Context: an optimization exercise on an open-source flow, tuned for small area. The choices shown serve that exercise and are no tape-out recipe. In this exercise RTL edits were held to simulation tests only and were not proved equivalent to the original. No activity file was given, so power comes from the tool's default toggle rates.

## usb_link
module usb_link(
    input clk,
    input rst_n,
    input [6:0] self_addr,
    output reg crc5_err,
    output crc16_err,
    input ms,
    input [15:0] time_threshold,
    input [5:0] delay_threshole,
    output reg time_out,
    output d_oe,
    input rx_lp_sop,
    input rx_lp_eop,
    input rx_lp_valid,
    output rx_lp_ready,
    input [7:0] rx_lp_data,
    output reg tx_lp_sop,
    output reg tx_lp_eop,
    output reg tx_lp_valid,
    input tx_lp_ready,
    output reg [7:0] tx_lp_data,
    output reg tx_lp_cancle,
    output reg rx_pid_en,
    output reg [3:0] rx_pid,
    output reg [3:0] rx_endp,
    output reg rx_lt_sop,
    output reg rx_lt_eop,
    output reg rx_lt_valid,
    input rx_lt_ready,
    output reg [7:0] rx_lt_data,
    input [3:0] tx_pid,
    input [6:0] tx_addr,
    input [3:0] tx_endp,
    input tx_valid,
    output reg tx_ready,
    input tx_lt_sop,
    input tx_lt_eop,
    input tx_lt_valid,
    output tx_lt_ready,
    input [7:0] tx_lt_data,
    input tx_lt_cancle
);
==> flow/config.mk <==
export PLATFORM = sky130hd
export DESIGN_NAME = usb_link
export DESIGN_NICKNAME = usb_link
export VERILOG_FILES = /design/flow/design.v
export SDC_FILE = /design/flow/constraint.sdc
export NUM_CORES = 4
export LEC_CHECK = 0
export CAP_MARGIN = 20
export CORE_MARGIN = 2
export CORE_UTILIZATION = 40
export SLEW_MARGIN = 20
==> flow/constraint.sdc <==
create_clock -name core_clock -period 5.0 [get_ports {clk}]
set_input_delay 1.0000 -clock core_clock [delete_from_list [all_inputs] [get_ports {clk}]]
set_output_delay 1.0000 -clock core_clock [all_outputs]
set_load 0.01 [all_outputs]
standard.sh (not shown) runs the stock make flow with config.mk's settings and CLKGATE_MAP_FILE= SYNTH_SCRIPT=/design/flow/synth_recipe.tcl, a recipe that flattens the netlist after the stock synthesis.
==> flow/flow/run.sh <==
#!/bin/bash
# Own layout flow: the standard synthesis, then the combinational logic between the
# (unchanged) registers re-mapped by ABC for area, then the standard ORFS layout with
# minimum-size port buffers.
set -euo pipefail
W=$PWD
R=$W/orfs/results/sky130hd/usb_link/base
LIB=$FLOW_HOME/platforms/sky130hd/lib/sky130_fd_sc_hd__tt_025C_1v80.lib
YOSYS=yosys
if [[ -x $FLOW_HOME/../tools/install/yosys/bin/yosys ]]; then YOSYS=$FLOW_HOME/../tools/install/yosys/bin/yosys; fi

# 1. standard synthesis (the standard flow's own script)
bash standard.sh $R/1_2_yosys.v > $W/1_synth_standard.log 2>&1
cp $R/1_2_yosys.v $W/1_2_yosys_standard.v

# 2. re-map the combinational logic; registers are kept as they are
sed -e "s#LIBFILE#$LIB#g" -e "s#NETIN#$W/1_2_yosys_standard.v#" -e "s#NETOUT#$W/1_2_yosys_reopt.v#" \
    -e "s#ABCSCRIPT#$W/flow/reopt.abc#" $W/flow/reopt.ys > $W/reopt.ys
$YOSYS -l $W/2_reopt_yosys.log -s $W/reopt.ys > /dev/null 2>&1
cp $W/1_2_yosys_reopt.v $R/1_2_yosys.v

# 3. layout, with buf_1 port buffers
CTS_ARGS="-sink_clustering_enable -repair_clock_nets -buf_list {sky130_fd_sc_hd__clkbuf_4 sky130_fd_sc_hd__clkbuf_8} -root_buf sky130_fd_sc_hd__clkbuf_8 -dont_use_dummy_load" BUFFER_PORTS_ARGS="-buffer_cell sky130_fd_sc_hd__buf_1" bash standard.sh finish > $W/3_layout.log 2>&1
==> flow/flow/reopt.abc <==
strash
&get -n
&deepsyn -T 60
&put
dch
amap
==> flow/flow/reopt.ys <==
read_liberty -ignore_miss_func -ignore_miss_dir LIBFILE
read_verilog NETIN
hierarchy -top usb_link
setattr -mod -set keep_hierarchy 1 sky130_fd_sc_hd__*df* sky130_fd_sc_hd__dl*
flatten
opt -purge
abc -script ABCSCRIPT -liberty LIBFILE -dont_use *probe* -dont_use *lpflow*
opt_clean -purge
select -assert-none usb_link/t:$_*
hilomap -singleton -hicell sky130_fd_sc_hd__conb_1 HI -locell sky130_fd_sc_hd__conb_1 LO
insbuf -buf sky130_fd_sc_hd__buf_4 A X
stat -liberty LIBFILE
select usb_link
write_verilog -noattr -nohex -nodec -selected NETOUT
==> next run, changes <==
--- a/flow/design.v
+++ b/flow/design.v
@@ -153,36 +153,37 @@
         2'b11: to_data = {~tc5[0], ~tc5[1], ~tc5[2], ~tc5[3], ~tc5[4], endp_reg[3:1]};
         default: to_data = {endp_reg[0], addr_reg};
     endcase
 end
 wire to_sop = ~cnt[0];
 wire to_eop = (cnt == 2'b11) | ((cnt == 2'b00) & is_hs);
 always @(posedge clk or negedge rst_n) begin
     if (!rst_n) begin
         tx_ready <= 1'b1;
         cnt <= 2'd0;
+        pid_reg <= 4'b0;
+        addr_reg <= 7'b0;
+        endp_reg <= 4'b0;
     end else begin
         if (tx_to_transok) begin
             if (is_hs || (is_tok && cnt == 2'b11)) tx_ready <= 1'b1;
         end else if (tx_valid) tx_ready <= 1'b0;
         if (tx_to_transok) begin
             if (is_hs) cnt <= 2'b00;
             else if (is_tok) cnt <= {cnt[0] & ~cnt[1], ~cnt[1]};
             else cnt <= 2'b10;
         end
-    end
-end
-always @(posedge clk) begin
-    if (tx_transok) begin
-        pid_reg <= tx_pid;
-        addr_reg <= tx_addr;
-        endp_reg <= tx_endp;
+        if (tx_transok) begin
+            pid_reg <= tx_pid;
+            addr_reg <= tx_addr;
+            endp_reg <= tx_endp;
+        end
     end
 end
 assign tx_lt_ready = tx_data_on & ready_buf;
 wire tx_lp_eop_en = tx_lp_valid & tx_lp_ready & tx_lp_eop;
 wire valid_buf = tx_data_on ? tx_lt_valid : to_valid;
 always @(posedge clk or negedge rst_n) begin
     if (!rst_n) begin
         tx_lp_sop <= 1'b0;
         tx_lp_eop <= 1'b0;
         tx_lp_data <= 8'b0;
Outcome:
- final cell count rose by 4.4%
- global-route usage went up by 0.34 points
- clock power is higher by about 3%
- via count rose by 4.9%
- setup slack stays flat

-- what the ideal ports hide --
The results above use ideal ports. As a check the final layouts listed here were re-extracted and re-timed, cells and wires unchanged. Step 1: set_driving_cell puts a clkbuf_16 on clk and a buf_2 on each other input, an assumption about the parent block. Step 2 moves the port delays by t, midway between the first and last clock arrival at a register: inputs arrive t later, outputs are due t later. That takes back most of the time a late clock gives input paths. a / b / c = ideal / step 1 / step 2; a / b = the first two.
run | shift t [ns] | slack for setup (ns) | worst setup path after step 2 | slew at the worst register clock pin (ns)
the first run | 0.392 | 1.844 / 1.844 / 1.638 | input to register | 0.09 / 0.09
the second run | 0.398 | 1.847 / 1.847 / 1.627 | input to register | 0.09 / 0.09
After both steps every run listed still meets setup and hold. The setup slack of the second run, which loses most, moves by 0.000 ns with the drivers and by -0.220 ns with both steps.
